Context: an optimization exercise on an open-source flow, tuned for small area. The choices shown serve that exercise and are no tape-out recipe.
In this exercise RTL edits were held to simulation tests only and were not proved equivalent to the original.

==> inputs of run M <==
// ime_sad_8x8
module ime_sad_8x8 (
  clk       ,
  rstn      ,
  enable_i  ,
  ori_i     ,
  ref_i     ,
  sad_o
  );
  input                                 clk       ;
  input                                 rstn      ;
  input                                 enable_i  ;
  input      [8*64-1 : 0]    ori_i     ;
  input      [8*64-1 : 0]    ref_i     ;
  output reg [8+6-1  : 0]    sad_o     ;
  wire       [8+6-1  : 0]    sad_w     ;
  ...
==> flow/config.mk <==
export PLATFORM = sky130hd
export DESIGN_NAME = ime_sad_8x8
export DESIGN_NICKNAME = ime_sad_8x8
export VERILOG_FILES = /design/flow/design.v
export SDC_FILE = /design/flow/constraint.sdc
export NUM_CORES = 4
export LEC_CHECK = 0
export CAP_MARGIN = 20
export CORE_AREA = 5 5 355 355
export DIE_AREA = 0 0 360 360
export SLEW_MARGIN = 20
export SYNTH_HIERARCHICAL = 1
export SYNTH_MINIMUM_KEEP_SIZE = 0
==> flow/constraint.sdc <==
create_clock -name core_clock -period 14.0 [get_ports {clk}]
set_input_delay 2.8000 -clock core_clock [delete_from_list [all_inputs] [get_ports {clk}]]
set_output_delay 2.8000 -clock core_clock [all_outputs]
set_load 0.01 [all_outputs]
run.sh (not shown) runs the stock make flow with config.mk's settings and CLKGATE_MAP_FILE= SYNTH_SCRIPT=/design/flow/synth_recipe.tcl, a recipe that flattens the netlist after the stock synthesis.
==> run H (differences from run M) <==
==> flow/flow/run.sh (new file) <==
#!/bin/bash
# The standard layout, except that the input and output ports are buffered
# with the smallest buffer (buf_1) instead of the one buffer_ports picks.
set -euo pipefail
export BUFFER_PORTS_ARGS="-buffer_cell sky130_fd_sc_hd__buf_1"
bash standard.sh > standard.log 2>&1
==> flow/standard.sh (new file) <==
#!/bin/bash
# synth_recipe.tcl (not shown) runs the flow's synth.tcl, then flattens the netlist and writes it again
# the make line also repeats each setting of config.mk as NAME=value (left out here)
make -C /OpenROAD-flow-scripts/flow DESIGN_CONFIG=/design/flow/config.mk WORK_HOME=/design/flow/orfs CLKGATE_MAP_FILE= SYNTH_SCRIPT=/design/flow/synth_recipe.tcl "${@:-finish}"
removed: flow/run.sh
==> comparison <==
Worst hold slack: run H is lower than run M (3.0 ps).
Synthesized cell count is the same in run M and run H.
Of run M and run H, run H has the higher sequential share of layout area (gap 0.17 points).
Worst setup slack: run M is higher than run H (26 ps).
Area after synthesis is the same in run H and run M.
In register-to-register slack, run H and run M hardly differ.
Between run H and run M, the lower core utilization is in run H (gap 6.2 points).
Sequential cell count is the same in run M and run H.
In die area, run H and run M do not differ.
In run M the wire length is larger than in run H, by about 2.3%.

* * *

==> v28: inputs <==
ime_sad_8x8 again, from the RTL that the note above started with.
clock: 14.0 ns
lec_check: 0
cap_margin: 20
core_margin: 2
core_utilization: 40
slew_margin: 20
synth_hierarchical: 1
synth_minimum_keep_size: 0
Stock flow here: none of the scripts above is used.
==> v34 (differences from v28) <==
==> flow/flow/run.sh (new file) <==
#!/bin/bash
# The standard layout, except that the input and output ports are buffered
# with the smallest buffer (buf_1) instead of the one buffer_ports picks.
set -euo pipefail
export BUFFER_PORTS_ARGS="-buffer_cell sky130_fd_sc_hd__buf_1"
bash standard.sh > standard.log 2>&1
==> flow/standard.sh (new file) <==
#!/bin/bash
# synth_recipe.tcl (not shown) runs the flow's synth.tcl, then flattens the netlist and writes it again
# the make line also repeats each setting of config.mk as NAME=value (left out here)
make -C /OpenROAD-flow-scripts/flow DESIGN_CONFIG=/design/flow/config.mk WORK_HOME=/design/flow/orfs CLKGATE_MAP_FILE= SYNTH_SCRIPT=/design/flow/synth_recipe.tcl "${@:-finish}"
CORE_AREA = 5 5 355 355   (was not set)
CORE_MARGIN = not set   (was 2)
CORE_UTILIZATION = not set   (was 40)
DIE_AREA = 0 0 360 360   (was not set)
GPL_TIMING_DRIVEN = 0   (was not set)
removed: flow/run.sh
==> summary.txt <==
Result of the run: v34 timing/DRC/antenna clean; v28 did not finish
Failing step: v34 -; v28 I/O pin placement
Starting density of the core: v34 23.0%; v28 40.2%
Cell type with the largest total area after synthesis: v34 sky130_fd_sc_hd__fa_1; v28 sky130_fd_sc_hd__fa_1
Die outline height: v34 360 um; v28 269 um
Row cnt: v34 128; v28 97
Fraction of synthesized cell area in xor and xnor cells: v34 16.0%; v28 16.0%
Synthesized cell area: v34 28,000 um2; v28 28,000 um2
Portion of synthesized cell area occupied by the leading cell type: v34 72.1%; v28 72.1%
Chip Width: v34 360 um; v28 269 um
Register area share after synthesis: v34 1.25%; v28 1.25%
Synthesized-area fraction occupied by ao, oa, aoi and oai cells: v34 0%; v28 0%
Post-synthesis adder-cell area fraction: v34 72.7%; v28 72.7%
FFs w/ async S/R, synth: v34 100%; v28 100%
Dominant cell by count in the synthesized netlist: v34 sky130_fd_sc_hd__fa_1; v28 sky130_fd_sc_hd__fa_1
Yosys warning total: v34 7; v28 7
Mapped Avg Cell Area: v34 12.7 um2; v28 12.7 um2
Post-synthesis instance total: v34 2,203; v28 2,203
Mux share of post-synthesis cell area: v34 0.563%; v28 0.563%
Predominant post-synthesis flop cell: v34 sky130_fd_sc_hd__dfrtp_1; v28 sky130_fd_sc_hd__dfrtp_1

* * *

==> 08-26 <==
Starting RTL as in the previous note.
Settings: LEC_CHECK=0, CAP_MARGIN=20, CORE_AREA=5 5 355 355, DIE_AREA=0 0 360 360, GPL_TIMING_DRIVEN=0, SLEW_MARGIN=20, SYNTH_HIERARCHICAL=1, SYNTH_MINIMUM_KEEP_SIZE=0; clock period 14.0 ns.
standard.sh (not shown) runs the stock make flow with config.mk's settings and CLKGATE_MAP_FILE= SYNTH_SCRIPT=/design/flow/synth_recipe.tcl, a recipe that flattens the netlist after the stock synthesis.
==> flow/flow/run.sh <==
#!/bin/bash
# The standard layout, except that:
# - the input and output ports are buffered with the smallest buffer (buf_1)
#   instead of the one buffer_ports picks;
# - each pixel's input pins are placed together (flow/io.tcl).
set -euo pipefail
export BUFFER_PORTS_ARGS="-buffer_cell sky130_fd_sc_hd__buf_1"
export IO_CONSTRAINTS="$PWD/flow/io.tcl"
bash standard.sh > standard.log 2>&1
Other scripts of this flow, unchanged in this note and not shown: flow/flow/io.tcl
==> 08-01 (differences from 08-26) <==
==> flow/flow/run.sh (replaced) <==
#!/bin/bash
# The standard layout, except that:
# - the input and output ports are buffered with the smallest buffer (buf_1)
#   instead of the one buffer_ports picks;
# - pins may sit one routing track apart, so that a smaller die holds them;
# - each pixel's input pins are placed together (flow/io.tcl).
set -euo pipefail
export BUFFER_PORTS_ARGS="-buffer_cell sky130_fd_sc_hd__buf_1"
export PLACE_PINS_ARGS="-min_distance 1 -min_distance_in_tracks"
export IO_CONSTRAINTS="$PWD/flow/io.tcl"
bash standard.sh > standard.log 2>&1
Settings changed: CORE_AREA 5 5 355 355 to 5 5 225 225, CTS_BUF_LIST set to sky130_fd_sc_hd__clkbuf_4, DIE_AREA 0 0 360 360 to 0 0 230 230.
==> comparison <==
Between 08-01 and 08-26, the lower die area is in 08-01 (gap about 60%, measured against 08-26).
Against 08-26, the utilization of 08-01 is higher by 40 points.
Against 08-01, the first-iteration DRC count of 08-26 is smaller by 29%.
Between 08-26 and 08-01, the lower routed wire length is in 08-01 (gap about 30%, measured against 08-01).
In 08-26 the sequential share of layout area is lower than in 08-01, by 0.065 points.
In 08-01 the critical path depth is lower than in 08-26, by 2.
Of 08-01 and 08-26, 08-26 has the higher non-clock buffer count (gap 4).
Between 08-01 and 08-26, the lower cell area is in 08-01 (gap 6.1%, measured against 08-26).
In 08-26 the via count is smaller than in 08-01, by 6.4%.
==> figures <==
Run status: 08-26 timing/DRC/antenna clean; 08-01 timing/DRC/antenna clean
Multi-input logic portion of the cell area: 08-26 75.8%; 08-01 78.4%
Hold Crit Endpoint: 08-26 sad_o[3]; 08-01 sad_o[9]
Start point of the critical path: 08-26 ori_i[88]; 08-01 ref_i[384]
Actual slew at the worst max-slew pin: 08-26 581 ps; 08-01 770 ps
Well tap count: 08-26 1625; 08-01 615
Cell Count Post-Placement: 08-26 4868; 08-01 3858
Final worst-path setup slack: 08-26 177 ps; 08-01 217 ps
Global-route wire length before repair: 08-26 166000 um; 08-01 141000 um
Post-Route M1 WL: 08-26 48100 um; 08-01 34600 um
Multi-input gate area in the final layout: 08-26 0.0266 mm^2; 08-01 0.0259 mm^2
Global routing usage on met3: 08-26 2.23%; 08-01 8.98%
Worst r2r src: 08-26 sad_o[9]; 08-01 sad_o[7]
DR iter-0 viols: 08-26 828; 08-01 1169
Required time of the worst setup path: 08-26 14140 ps; 08-01 14170 ps
Overall routing resource usage: 08-26 18.7%; 08-01 35.8%
Cell with the biggest individual delay on the critical path: 08-26 fa_1; 08-01 fa_2
Filler instances: 08-26 12788; 08-01 3711
Worst hold slack: 08-26 510 ps; 08-01 516 ps
Total inserted antenna cells: 08-26 0; 08-01 3

what the ideal ports hide:
The flow's constraints put no driver on any port. The routed layouts listed below were extracted and timed again, unchanged, in two steps.
Step 1 assumes that a clkbuf_16 drives the clock port and a buf_2 every other input.
Step 2 times the ports against the registers' clock, not the clock port: input delays grow and output delays shrink by t, the midpoint of the rising clock arrivals with the driver on.
a / b / c = ideal / step 1 / step 2; a / b = the first two.
run	shift t [ns]	setup slack, ns	clock arrival spread, ns
run M	0.322	0.212 / 0.057 / -0.265	0.003 / 0.003
run H	0.311	0.186 / 0.151 / -0.160	0.002 / 0.002
v34	0.312	0.233 / 0.166 / -0.147	0.006 / 0.005
08-26	0.320	0.177 / 0.217 / -0.102	0.004 / 0.005
08-01	0.305	0.217 / 0.215 / -0.091	0.004 / 0.003
Met with ideal ports but missed after step 2: setup timing in every run listed. For run M, which loses most, drivers alone change the setup slack by -0.155 ns; drivers and shift together by -0.477 ns.
